Context: an optimization exercise on an open-source flow, tuned for a short achievable clock period and few clock cycles. The choices shown serve that exercise and are no tape-out recipe. Only simulation tests tie the RTL to the original design; equivalence was not proved. Power is estimated from default activity; no workload was simulated.

<file path="design/flow/config.mk">
export PLATFORM = sky130hd
export DESIGN_NAME = mips
export DESIGN_NICKNAME = mips
export VERILOG_FILES = /design/flow/design.v
export SDC_FILE = /design/flow/constraint.sdc
export NUM_CORES = 4
export LEC_CHECK = 0
export ABC_CLOCK_PERIOD_IN_PS = 2500
export CAP_MARGIN = 20
export CORE_MARGIN = 2
export CORE_UTILIZATION = 45
export CTS_CLUSTER_DIAMETER = 80
export CTS_CLUSTER_SIZE = 20
export SLEW_MARGIN = 20
</file>
<file path="design/flow/constraint.sdc">
create_clock -name core_clock -period 10.5 [get_ports {CK}]
set_input_delay 2.1000 -clock core_clock [delete_from_list [all_inputs] [get_ports {CK}]]
set_output_delay 2.1000 -clock core_clock [all_outputs]
set_load 0.01 [all_outputs]
</file>
<file path="design/flow/design.v">
module mips(CK, RESET, DONE, OUTADDR, OUTDATA, OUTVALID, IADDR, INSTR);
	input CK;
	input RESET;
	output DONE;
	output [4:0] OUTADDR;
	output [31:0] OUTDATA;
	output OUTVALID;
	output [31:0] IADDR;
	input [31:0] INSTR;
	reg [31:0] OUTDATA;
	reg DONE;
	reg [4:0] OUTADDR;
	reg OUTVALID;
	reg [31:0] regarray [1:31];
	reg [31:0] dmem [0:31];
	reg [9:0] fpc, fpc1;
	reg run;
	reg [31:0] id_ir;
	reg [31:1] id_rs_oh, id_rt_oh;	 
	reg id_bypa, id_bypb;		 
	reg id_fwda, id_fwdb;		 
	reg [9:0] id_pc1, id_btgt, id_btgt1;
	reg id_pred, id_valid;
	reg [31:0] ex_a, ex_b;
	reg [31:0] ex_sd;	 
	reg [31:0] ex_ldsel, ex_stsel;	 
	reg [4:0] ex_maddr;
	reg ex_add, ex_sub, ex_lt, ex_sw, ex_beq, ex_bne, ex_we, ex_pred, ex_offz;
	reg [4:0] ex_wdst;
	reg [9:0] ex_pc1, ex_btgt, ex_pc2, ex_btgt1;
	reg ex_valid;
	reg [31:0] wb_val;
	reg [4:0] wb_rd;
	reg wb_we;
	reg [31:1] wb_wsel;	 
	integer i;
	assign IADDR = {20'd0, fpc, 2'b00};
	wire [5:0] f_op = INSTR[31:26];
	wire f_j = (f_op == 6'h02);
	wire f_beq = (f_op == 6'h04);
	wire f_bne = (f_op == 6'h05);
	wire f_pred = f_bne | (f_beq & INSTR[15]);
	wire [9:0] fpc2 = fpc1 + 10'd1;
	wire [5:0] f_lo = {1'b0, fpc1[4:0]} + {1'b0, INSTR[4:0]};
	wire [5:0] f_lo1 = {1'b0, fpc2[4:0]} + {1'b0, INSTR[4:0]};
	wire [4:0] f_hi = fpc1[9:5] + INSTR[9:5];
	wire [4:0] f_hic = fpc1[9:5] + INSTR[9:5] + 5'd1;
	wire [4:0] f_hi1 = fpc2[9:5] + INSTR[9:5];
	wire [4:0] f_hi1c = fpc2[9:5] + INSTR[9:5] + 5'd1;
	wire [9:0] f_btgt = {f_lo[5] ? f_hic : f_hi, f_lo[4:0]};
	wire [9:0] f_btgt1 = {f_lo1[5] ? f_hi1c : f_hi1, f_lo1[4:0]};
	wire [5:0] d_op = id_ir[31:26];
	wire [5:0] d_fn = id_ir[5:0];
	wire [4:0] d_rs = id_ir[25:21];
	wire [4:0] d_rt = id_ir[20:16];
	wire [4:0] d_rd = id_ir[15:11];
	wire d_r = (d_op == 6'h00);
	wire d_addu = d_r & (d_fn == 6'h21);
	wire d_subu = d_r & (d_fn == 6'h23);
	wire d_sltu = d_r & (d_fn == 6'h2b);
	wire d_sys = d_r & (d_fn == 6'h0c);
	wire d_addiu = (d_op == 6'h09);
	wire d_sltiu = (d_op == 6'h0b);
	wire d_lw = (d_op == 6'h23);
	wire d_sw = (d_op == 6'h2b);
	wire d_beq = (d_op == 6'h04);
	wire d_bne = (d_op == 6'h05);
	wire d_immop = d_addiu | d_sltiu;
	wire [4:0] d_wdst = d_r ? d_rd : d_rt;
	wire d_we = (d_addu | d_subu | d_sltu | d_immop | d_lw) & (d_wdst != 5'd0);
	wire [31:0] d_imm = {{16{id_ir[15]}}, id_ir[15:0]};
	reg [31:0] d_rfa, d_rfb;
	always @ (*)
	begin
		d_rfa = 32'd0;
		d_rfb = 32'd0;
		for (i = 1; i < 32; i = i + 1)
		begin
			d_rfa = d_rfa | ({32{id_rs_oh[i]}} & regarray[i]);
			d_rfb = d_rfb | ({32{id_rt_oh[i]}} & regarray[i]);
		end
	end
	wire [31:0] d_rsv = id_bypa ? wb_val : d_rfa;
	wire [31:0] d_rtv = id_bypb ? wb_val : d_rfb;
	wire d_fwda = id_fwda;
	wire d_fwdb = id_fwdb & ~d_immop;
	wire stall = id_valid & (d_lw | d_sw) & id_fwda;
	wire [6:0] d_ea = d_rsv[6:0] + id_ir[6:0];
	wire [4:0] d_maddr = d_ea[6:2];
	wire [31:0] d_msel = 32'd1 << d_maddr;
	wire [31:0] x_sum = ex_a + ex_b;
	wire [32:0] x_diff = {1'b0, ex_a} - {1'b0, ex_b};
	reg [31:0] x_ld;
	always @ (*)
	begin
		x_ld = 32'd0;
		for (i = 0; i < 32; i = i + 1)
			x_ld = x_ld | ({32{ex_ldsel[i]}} & dmem[i]);
	end
	wire [31:0] x_res = ({32{ex_add}} & x_sum) | ({32{ex_sub}} & x_diff[31:0]) |
	                    {31'd0, ex_lt & x_diff[32]} | x_ld;
	wire x_eq = (ex_a == ex_b);
	wire x_taken = (ex_beq & x_eq) | (ex_bne & ~x_eq);
	wire x_redirect = ex_valid & (ex_beq | ex_bne) & (x_taken != ex_pred) & ~ex_offz;
	wire [9:0] x_rtgt = x_taken ? ex_btgt : ex_pc1;
	wire [9:0] x_rtgt1 = x_taken ? ex_btgt1 : ex_pc2;
	wire done_set = id_valid & d_sys & ~x_redirect;
	wire stop = ~run | done_set;
	reg [9:0] f_next, f_next1;
	always @ (*)
	begin
		if (x_redirect)
		begin
			f_next = x_rtgt;
			f_next1 = x_rtgt1;
		end
		else if (stall)
		begin
			f_next = fpc;
			f_next1 = fpc1;
		end
		else if (f_j)
		begin
			f_next = INSTR[9:0];
			f_next1 = INSTR[9:0] + 10'd1;
		end
		else if (f_pred)
		begin
			f_next = f_btgt;
			f_next1 = f_btgt1;
		end
		else
		begin
			f_next = fpc1;
			f_next1 = fpc2;
		end
	end
	always @ (posedge CK)
	begin
		if (RESET == 1'b1)
		begin
			fpc <= 10'd0;
			fpc1 <= 10'd1;
			run <= 1'b1;
			id_valid <= 1'b0;
			ex_valid <= 1'b0;
			wb_we <= 1'b0;
			wb_wsel <= 31'd0;
			DONE <= 1'b0;
			OUTVALID <= 1'b0;
		end
		else
		begin
			fpc <= f_next;
			fpc1 <= f_next1;
			run <= ~stop;
			if (!stall)
				id_valid <= ~x_redirect & ~stop;
			ex_valid <= id_valid & ~x_redirect & ~stop & ~stall;
			wb_we <= ex_valid & ex_we;
			for (i = 1; i < 32; i = i + 1)
				wb_wsel[i] <= ex_valid & ex_we & (ex_wdst == i);
			DONE <= stop;
			OUTVALID <= ex_valid & ex_sw;
		end
	end
	always @ (posedge CK)
	begin
		if (stall)
		begin
			id_bypa <= id_fwda;
			id_bypb <= id_fwdb;
			id_fwda <= 1'b0;
			id_fwdb <= 1'b0;
		end
		else
		begin
			id_ir <= INSTR;
			for (i = 1; i < 32; i = i + 1)
			begin
				id_rs_oh[i] <= (INSTR[25:21] == i);
				id_rt_oh[i] <= (INSTR[20:16] == i);
			end
			id_bypa <= ex_valid & ex_we & (ex_wdst == INSTR[25:21]);
			id_bypb <= ex_valid & ex_we & (ex_wdst == INSTR[20:16]);
			id_fwda <= id_valid & d_we & (d_wdst == INSTR[25:21]);
			id_fwdb <= id_valid & d_we & (d_wdst == INSTR[20:16]);
			id_pc1 <= fpc1;
			id_btgt <= f_btgt;
			id_btgt1 <= f_btgt1;
			id_pred <= f_pred;
		end
		ex_a <= d_fwda ? x_res : d_rsv;
		ex_b <= d_fwdb ? x_res : d_immop ? d_imm : d_rtv;
		ex_sd <= id_fwdb ? x_res : d_rtv;
		ex_ldsel <= {32{d_lw}} & d_msel;
		ex_stsel <= {32{d_sw}} & d_msel;
		ex_maddr <= d_maddr;
		ex_add <= d_addu | d_addiu;
		ex_sub <= d_subu;
		ex_lt <= d_sltu | d_sltiu;
		ex_sw <= d_sw;
		ex_beq <= d_beq;
		ex_bne <= d_bne;
		ex_we <= d_we;
		ex_wdst <= d_wdst;
		ex_pred <= id_pred;
		ex_offz <= (id_ir[9:0] == 10'd0);
		ex_pc1 <= id_pc1;
		ex_btgt <= id_btgt;
		ex_pc2 <= id_pc1 + 10'd1;
		ex_btgt1 <= id_btgt1;
		wb_val <= x_res;
		wb_rd <= ex_wdst;
		OUTADDR <= ex_maddr;
		OUTDATA <= ex_sd;
		for (i = 0; i < 32; i = i + 1)
			if (ex_valid && ex_stsel[i])
				dmem[i] <= ex_sd;
		for (i = 1; i < 32; i = i + 1)
			if (wb_wsel[i])
				regarray[i] <= wb_val;
	end
endmodule
</file>
<file path="design/flow/flow/run.sh">
#!/bin/bash
# Standard ORFS flow, with repair aiming for a much shorter period than the
# constraint's (setup margin) so the achieved period comes out short.
set -uo pipefail
bash standard.sh SETUP_SLACK_MARGIN=${MARGIN:-7.2} finish > standard.log 2>&1
</file>
<file path="design/flow/standard.sh">
#!/bin/bash
# synth_recipe.tcl (not shown) runs the flow's synth.tcl, then flattens the netlist and writes it again
# the make line also repeats each setting of config.mk as NAME=value (left out here)
make -C /OpenROAD-flow-scripts/flow DESIGN_CONFIG=/design/flow/config.mk WORK_HOME=/design/flow/orfs CLKGATE_MAP_FILE= SYNTH_SCRIPT=/design/flow/synth_recipe.tcl "${@:-finish}"
</file>
==> flow_summary.json <==
{
  "dominantRegCellSynth": "edfxtp_1",
  "fp.coreArea_mm2": 0.2146,
  "grt_antenna_before_repair": 24,
  "fin_nets": 6731,
  "clkSlewWorstSetupHoldPaths_ps": 80,
  "irDropWorstVdd_v": 0.0001938,
  "synth_top_area_share_pct": 66.04,
  "fin_util_pct": 52.10,
  "syn_inst": 6312,
  "cts_inserted_buffers": 146,
  "clock_skew_ps": 33.72,
  "fill_cells": 17460,
  "cts_buffer_depth": 3,
  "arrival_ps": 4200,
  "critPathTopFamily": "compound AO/OA/AOI/OAI gates",
  "drive_gt1_share_pct": 19.76,
  "cap_violations": 0,
  "relSlewSlack_pct": 21.87,
  "synth_edf_count": 2136,
  "drv_slew": 0,
  "cp.buffers_inverters": 2,
  "ys_async_sr_fraction_pct": 0,
  "tightest_slew_ps": 1170,
  "power_w": 0.02037,
  "ys_types": 96,
  "ys_ff_latch": 2484,
  "post-route-period-util_pct": 33.46,
  "leakage_nw": 36.48,
  "cp-start-kind": "register",
  "clk-insertion-delay-late_ps": 830,
  "synth.largest_area_cell": "edfxtp_1",
  "dpl-instance-area_mm2": 0.1021,
  "holdCritPathClass": "register to register",
  "cp_slowest_cell": "or4_4",
  "p_per_area_mw_per_mm2": 182.2,
  "area_growth_syn_to_layout_pct": 15.14,
  "globalplace.congestion": 0.9273,
  "slowest_delay_ps": 510,
  "cts.sinks": 2484,
  "drt.antenna.violating_nets": 0,
  "core.rowCount": 170,
  "yosysWarnings": 3,
  "wirelength_um": 410400,
  "end_kind": "register",
  "grt_pass1_wl_um": 546900,
  "hold_viol_final": 0,
  "port_buffers": 82,
  "drc": 0,
  "io_pins": 105,
  "syn-cell-area_mm2": 0.09712,
  "die_area_mm2": 0.2196,
  "cp.required_ps": 11190,
  "first_iter_violations": 14810,
  "cts_tree": "yes",
  "die_x_um": 468.6,
  "fin_tns_setup_ps": 0,
  "grt_max_degree": 66,
  "hpwl_um": 210600,
  "ys_seq_area_share_pct": 73.21,
  "detail_route.wl_per_cell_um": 42.84,
  "path_cells": "inv_2 -> ha_4 -> inv_2 -> fa_2 -> a21o_1 -> a221o_1 -> a21o_1 -> a21oi_2 -> o21ai_2 -> a221oi_2 -> a31oi_4 -> or4_4 -> a21o_1 -> mux2_4",
  "via_count": 71330,
  "rsz0062_at_grt": "yes",
  "cpMostUsedCell": "a21o_1",
  "cp_max_fo": 3,
  "synth.most_common_cell": "edfxtp_1",
  "grt_use_total_pct": 36.15,
  "vias_per_cell": 7.447,
  "crit_type": "register to register",
  "htreeDepth": 4,
  "fin_cells": 9579,
  "synth_common_cells": "edfxtp_1, a22oi_1, a221oi_1",
  "initial_utilization_pct": 45.25,
  "dr.pass1.iters": 9,
  "stdcell_area_mm2": 0.1118,
  "period_needed_ps": 3513,
  "finalSetupViolCount": 0,
  "grt_pass1_vias": 66070,
  "dpl.cell_count": 9066,
  "synth_area_leaders": "edfxtp_1, dfxtp_1, a22oi_1",
  "chipHeight_um": 468.6,
  "max_freq_mhz": 284.6,
  "avgSynthCellArea_um2": 15.39,
  "cts_root_buf": "clkbuf_16",
  "grt_overflow": 0,
  "status": "finished clean"
}
==> through the flow <==
step	hold slack [ps]	setup slack (ps)
final	332.3	6987
after floorplan	309.6	6587
after CTS	336.3	6893
after detailed placement	317.2	5419
after global placement	317.3	5397
after global routing	337.5	6927
==> where the power goes <==
group / switching [W] / internal, W
Sequential: 0.000642 / 0.0114
Combinational: 0.00134 / 0.000895
Clock: 0.00333 / 0.00280
==> final timing paths <==
path / slack, ps / depth (start not counted) / from / endpoint
min: 330 / 0 / ex_maddr[0]$_DFF_P_ / OUTADDR[0]$_DFF_P_
min reg2reg: 330 / 0 / ex_maddr[0]$_DFF_P_ / OUTADDR[0]$_DFF_P_
max: 6990 / 14 / ex_a[0]$_DFF_P_ / ex_b[10]$_DFF_P_
max reg2reg: 6990 / 14 / ex_a[0]$_DFF_P_ / ex_b[10]$_DFF_P_
==> worst register-to-register path: stages, from the launching register on <==
cell      delay (ps)
dfxtp_2          330
inv_2             60
ha_4             130
inv_2             30
fa_2             350
a21o_1           190
a221o_1          350
a21o_1           220
a21oi_2          180
o21ai_2           80
a221oi_2         350
a31oi_4          110
or4_4            520
a21o_1           200
mux2_4           290
==> cell families after synthesis <==
logic type / after synthesis / share of synthesized area (%)
other: 1 / 0.003861
DFF: 2484 / 73.21
buffers and inverters: 533 / 2.187
AOI/OAI and AO/OA: 2039 / 16.43
xor gates and xnor gates: 73 / 0.6660
adders and majority gates: 98 / 1.309
muxes: 78 / 0.8451
and+or+nand+nor: 1006 / 5.344
==> sequential cells by signal, summed over array words and instances, names as in the netlist, 27 cells and up <==
| register | count |
|---|---|
| id_ir | 27 |
| wb_wsel | 31 |
| ex_ldsel | 32 |
| id_rt_oh | 31 |
| wb_val | 32 |
| ex_sd | 32 |
| regarray | 992 |
| ex_stsel | 32 |
| OUTDATA | 32 |
| dmem | 1024 |
| ex_a | 32 |
| ex_b | 32 |
| id_rs_oh | 31 |
==> layout make-up <==
type,count,area (um^2),area share [%]
antenna,20,50.05,0.04476
clock buffer,248,4185,3.743
clock inverter,22,264.0,0.2361
inverter,113,439.2,0.3927
multi-input combinational,3323,26820,23.99
sequential,2484,71330,63.79
tap,2838,3551,3.175
timing repair buffer,531,5181,4.633
==> per-layer routing <==
| layer | global-route usage, % | wire (um) | up-vias |
|---|---|---|---|
| met2 | 54.39 | 176800 | 7032 |
| met4 | 18.72 | 29770 | 16 |
| met5 | 0.3463 | 213 | - |
| met1 | 45.75 | 140600 | 35720 |
| met3 | 13.30 | 63070 | 1923 |
| li1 | - | - | 26640 |
==> placed cells by master, fill, tap and decap left out, drive strengths merged, types with 92 or more instances in the layout <==
cell type and count:
a22o 385, a221oi 399, ha 92, a22oi 707, inv 120, nand2 116
clkbuf 255, nand4 243, edfxtp 2136, nor2 273, dfxtp 348, buf 495
a21oi 165, nand3 129
==> what timing repair did <==
action,4_1_cts,5_1_grt
gates cloned,15,5
setup buffers,124,78
resized for setup,749,274
setup endpoints to repair,315,216
pin swaps,115,163
hold buffers,0,0
Testbench counts, summed over its fixed seeds: cycles 50,371.

-- re-timing with driven ports --
In the flow no input, the clock included, has a driving cell. The finished layout below was timed again as built, in two steps.
Step 1: set_driving_cell puts a clkbuf_16 on CK and a buf_2 on each other input, an assumption about the parent block.
Step 2 also shifts input and output timing later by t, the mid clock arrival at the registers, as if the neighbouring blocks saw the same clock.
Three values: ideal ports, drivers, drivers and shift; two values: the first two.
t, ns: 0.917
setup WS [ns]: 6.987 / 6.950 / 6.240
cell pins on the clock port's net: 1
After both steps setup and hold are still met in this run. The setup slack of this run moves by -0.037 ns with the drivers and by -0.747 ns with both steps.
